What follows belongs to an exercise in optimizing a design on an open flow for small area; a production flow would make more cautious choices.
At most, simulation tests tie the RTL to the original design; equivalence was not proved.
Power is estimated from default activity; no workload was simulated.

==> flow/design.v <==
module EBRController(input  logic clk,
                     input  logic reset,
                     input  logic w_enable,
                     input  logic r_enable,
                     input  logic get_buffer,
                     input  logic [63:0][5:0] y_in,
                     input  logic [4:0] addr,
                     output logic row_valid,
                     output logic [5:0] row_0_pos,
                     output logic [5:0] row_1_pos);
	logic st_clear, st_write;
	logic [63:0][5:0] w_pos, o_pos, d_pos;
	logic w_valid, o_valid, d_valid;
	logic o_load, d_load;
	always_ff @(posedge clk) begin
		if (reset) begin
			st_clear <= 1'b0;
			st_write <= 1'b0;
		end else begin
			st_clear <= ~st_clear & ~st_write & w_enable;
			st_write <= st_clear;
		end
	end
	always_ff @(posedge clk) begin
		if (st_clear) w_valid <= 1'b0;
		if (st_write) w_valid <= 1'b1;
	end
	HoldReg #(.N(384)) WBuf(.clk(clk), .load(st_write), .hold(~st_write), .d(y_in), .q(w_pos));
	assign o_load = ~st_clear & ~st_write & get_buffer;
	HoldReg #(.N(385)) OBuf(.clk(clk), .load(o_load), .hold(~o_load),
		.d({w_valid, w_pos}), .q({o_valid, o_pos}));
	assign d_load = ~r_enable & get_buffer;
	HoldReg #(.N(385)) DBuf(.clk(clk), .load(d_load), .hold(~d_load),
		.d({o_valid, o_pos}), .q({d_valid, d_pos}));
	logic [31:0] sel;
	logic [5:0] rd0, rd1;
	RowDecode Dec(.addr(addr), .sel(sel));
	RowSelect Sel0(.sel(sel), .rows(d_pos[31:0]), .row(rd0));
	RowSelect Sel1(.sel(sel), .rows(d_pos[63:32]), .row(rd1));
	HoldReg #(.N(13)) RowRegs(.clk(clk), .load(r_enable), .hold(~r_enable),
		.d({d_valid, rd1, rd0}), .q({row_valid, row_1_pos, row_0_pos}));
endmodule
module RowDecode(input logic [4:0] addr, output logic [31:0] sel);
	always_comb
		for (int k = 0; k < 32; k++) sel[k] = addr == k[4:0];
endmodule
module SelectAOI3(input logic [2:0] sel, input logic [2:0] d, output logic y_n);
	assign y_n = ~|(sel & d);
endmodule
module RowSelect(input logic [31:0] sel, input logic [31:0][5:0] rows, output logic [5:0] row);
	logic [32:0] sel_x;
	logic [5:0][32:0] d_x;
	logic [5:0][10:0] part_n;
	assign sel_x = {1'b0, sel};
	for (genvar b = 0; b < 6; b++) begin : g_bit
		for (genvar k = 0; k < 33; k++) begin : g_row
			if (k < 32) assign d_x[b][k] = rows[k][b];
			else        assign d_x[b][k] = 1'b0;
		end
		for (genvar g = 0; g < 11; g++) begin : g_grp
			SelectAOI3 Aoi(.sel(sel_x[3*g +: 3]), .d(d_x[b][3*g +: 3]), .y_n(part_n[b][g]));
		end
		assign row[b] = ~&part_n[b];
	end
endmodule
module HoldReg #(parameter N = 1) (input  logic clk,
                                   input  logic load,
                                   input  logic hold,
                                   input  logic [N-1:0] d,
                                   output logic [N-1:0] q);
	always_ff @(posedge clk)
		q <= ({N{load}} & d) | ({N{hold}} & q);
endmodule
module DisplayController(input  logic clk,
                         input  logic reset,
                         input  logic row_valid,
                         input  logic [5:0] row_0_pos,
                         input  logic [5:0] row_1_pos,
                         output logic [4:0] current_addr,
                         output logic blank,
                         output logic latch,
                         output logic r0_out,
                         output logic r1_out,
                         output logic g0_out,
                         output logic g1_out,
                         output logic b0_out,
                         output logic b1_out,
                         output logic out_clk,
                         output logic read_en);
	logic [6:0] t;
	logic [3:0] pwm_cnt;
	logic first;	 
	always_ff @(posedge clk) begin
		if (reset) begin
			t       <= 7'd59;
			first   <= 1'b1;
			pwm_cnt <= '0;
		end else begin
			if (t == 7'd5) t <= (pwm_cnt == 4'd0) ? 7'd60 : 7'd63;
			else           t <= t + 7'd1;
			if (t == 7'd5) first <= 1'b0;
			pwm_cnt <= pwm_cnt + (t == 7'd4);
		end
	end
	always_ff @(posedge clk) begin
		if (first && (t == 7'd59 || t == 7'd60 || t == 7'd61)) current_addr <= '0;
		else if (t == 7'd62 && !first) current_addr <= current_addr + 5'd1;
	end
	assign latch   = t == 7'd1;
	assign blank   = ~(t == 7'd2 || t == 7'd3);
	assign out_clk = t[6];
	assign read_en = (t == 7'd60 && first) || (t == 7'd64 && pwm_cnt == 4'd0 && !first);
	PixelColour Colour(.row_valid(row_valid), .row_0_pos(row_0_pos), .row_1_pos(row_1_pos),
		.count(t[5:0] & {6{t[6]}}), .pwm_cnt(pwm_cnt), .rgb({r0_out, r1_out, g0_out, g1_out, b0_out, b1_out}));
endmodule
module PixelColour(input  logic row_valid,
                   input  logic [5:0] row_0_pos,
                   input  logic [5:0] row_1_pos,
                   input  logic [5:0] count,
                   input  logic [3:0] pwm_cnt,
                   output logic [5:0] rgb);
	logic hit0, hit1, r_on, g_on, b_on;
	assign hit0 = row_valid & (row_0_pos == count);
	assign hit1 = row_valid & (row_1_pos == count);
	assign r_on = pwm_cnt != 4'd15;
	assign g_on = pwm_cnt < 4'd14;
	assign b_on = pwm_cnt < 4'd5;
	assign rgb = {hit0 & r_on, hit1 & r_on, hit0 & g_on, hit1 & g_on, hit0 & b_on, hit1 & b_on};
endmodule
module led_matrix_top(input  logic clk,
                      input  logic r,
                      input  logic w_enable,
                      input  logic get_buffer,
                      input  logic [383:0] y_in,
                      output logic r0_out,
                      output logic r1_out,
                      output logic g0_out,
                      output logic g1_out,
                      output logic b0_out,
                      output logic b1_out,
                      output logic latch,
                      output logic OE,
                      output logic sck,
                      output logic [4:0] addr);
	logic reset, read_en, row_valid;
	logic [5:0] row_0_pos, row_1_pos;
	assign reset = ~r;
	EBRController FrameBuffer(.clk(clk), .reset(reset), .w_enable(w_enable), .r_enable(read_en),
		.get_buffer(get_buffer), .y_in(y_in), .addr(addr),
		.row_valid(row_valid), .row_0_pos(row_0_pos), .row_1_pos(row_1_pos));
	DisplayController Display(.clk(clk), .reset(reset), .row_valid(row_valid),
		.row_0_pos(row_0_pos), .row_1_pos(row_1_pos), .current_addr(addr), .blank(OE),
		.latch(latch), .r0_out(r0_out), .r1_out(r1_out), .g0_out(g0_out), .g1_out(g1_out),
		.b0_out(b0_out), .b1_out(b1_out), .out_clk(sck), .read_en(read_en));
endmodule
clock: 10.0 ns
lec_check: 0
cap_margin: 20
core_margin: 2
core_utilization: 70
place_density: 0.8
slew_margin: 20
synth_hierarchical: 1
synth_minimum_keep_size: 0
standard.sh (not shown) runs the stock make flow with config.mk's settings and CLKGATE_MAP_FILE= SYNTH_SCRIPT=/design/flow/synth_recipe.tcl, a recipe that flattens the netlist after the stock synthesis.
==> flow/flow/run.sh <==
#!/bin/bash
# Standard ORFS layout with smaller port buffers and a clock tree built from
# larger sink clusters, without dummy loads.
set -euo pipefail
bash standard.sh \
  BUFFER_PORTS_ARGS="-buffer_cell sky130_fd_sc_hd__buf_1" \
  CTS_ARGS="-sink_clustering_enable -repair_clock_nets -dont_use_dummy_load -sink_clustering_size 30 -sink_clustering_max_diameter 60 -buf_list {sky130_fd_sc_hd__clkbuf_16}" \
  finish > flow.log 2>&1
The baseline produced a clean layout.
Then changed:
--- a/flow/design.v
+++ b/flow/design.v
@@ -12,5 +12,4 @@
 	logic [63:0][5:0] w_pos, o_pos, d_pos;
 	logic w_valid, o_valid, d_valid;
-	logic o_load, d_load;
 	always_ff @(posedge clk) begin
 		if (reset) begin
@@ -24,13 +23,14 @@
 	always_ff @(posedge clk) begin
 		if (st_clear) w_valid <= 1'b0;
-		if (st_write) w_valid <= 1'b1;
+		if (st_write) begin
+			w_valid <= 1'b1;
+			w_pos   <= y_in;
+		end
 	end
-	HoldReg #(.N(384)) WBuf(.clk(clk), .load(st_write), .hold(~st_write), .d(y_in), .q(w_pos));
-	assign o_load = ~st_clear & ~st_write & get_buffer;
-	HoldReg #(.N(385)) OBuf(.clk(clk), .load(o_load), .hold(~o_load),
-		.d({w_valid, w_pos}), .q({o_valid, o_pos}));
-	assign d_load = ~r_enable & get_buffer;
-	HoldReg #(.N(385)) DBuf(.clk(clk), .load(d_load), .hold(~d_load),
-		.d({o_valid, o_pos}), .q({d_valid, d_pos}));
+	always_ff @(posedge clk)
+		if (~st_clear & ~st_write & get_buffer) begin
+			o_valid <= w_valid;
+			o_pos   <= w_pos;
+		end
 	logic [31:0] sel;
 	logic [5:0] rd0, rd1;
@@ -38,6 +38,14 @@
 	RowSelect Sel0(.sel(sel), .rows(d_pos[31:0]), .row(rd0));
 	RowSelect Sel1(.sel(sel), .rows(d_pos[63:32]), .row(rd1));
-	HoldReg #(.N(13)) RowRegs(.clk(clk), .load(r_enable), .hold(~r_enable),
-		.d({d_valid, rd1, rd0}), .q({row_valid, row_1_pos, row_0_pos}));
+	always_ff @(posedge clk) begin
+		if (r_enable) begin
+			row_valid <= d_valid;
+			row_0_pos <= rd0;
+			row_1_pos <= rd1;
+		end else if (get_buffer) begin
+			d_valid <= o_valid;
+			d_pos   <= o_pos;
+		end
+	end
 endmodule
 module RowDecode(input logic [4:0] addr, output logic [31:0] sel);
@@ -63,12 +71,4 @@
 		assign row[b] = ~&part_n[b];
 	end
-endmodule
-module HoldReg #(parameter N = 1) (input  logic clk,
-                                   input  logic load,
-                                   input  logic hold,
-                                   input  logic [N-1:0] d,
-                                   output logic [N-1:0] q);
-	always_ff @(posedge clk)
-		q <= ({N{load}} & d) | ({N{hold}} & q);
 endmodule
 module DisplayController(input  logic clk,
Effect: Sequential power goes down by 11%. Global-route usage goes down by 6.6 points. Register-to-register slack improves by 1500 ps. Die area goes down by 1.7%. Clock-buffer cell count goes up by 2. Power goes down by 18%. Synthesized cell count goes down by 48%. Design area goes up by 3.5%. Synthesized area goes down by 1.7%. Flip-flop and latch count stays the same. Worst setup slack improves by 460 ps. Via count goes down by 36%. Combinational power goes down by 83%.
Only the layout flow was run in the first run of this note; the RTL was not checked for function there.

afterwards: timing with drivers on the ports:
Ports are ideal in the flow. The routed layouts listed here were re-timed in OpenROAD. Step 1 assumes that a clkbuf_16 drives the clock port and a buf_2 every other input. Step 2, shift: input delay + t, output delay - t, t = (earliest + latest rising clock arrival at the registers) / 2. This alone moves slack from input paths to output paths. a / b / c = no drivers / after step 1 / after step 2; a / b = the first two.
run	t, ns	slack for setup (ns)	hold slack, ns
the first run	0.686	5.099 / 5.091 / 4.416	0.476 / 0.476 / 0.476
the second run	0.678	5.561 / 5.499 / 5.516	0.370 / 0.370 / 0.370
After both steps setup and hold are still met in every run listed. The setup slack of the first run, which loses most, moves by -0.008 ns with the drivers and by -0.683 ns with both steps.
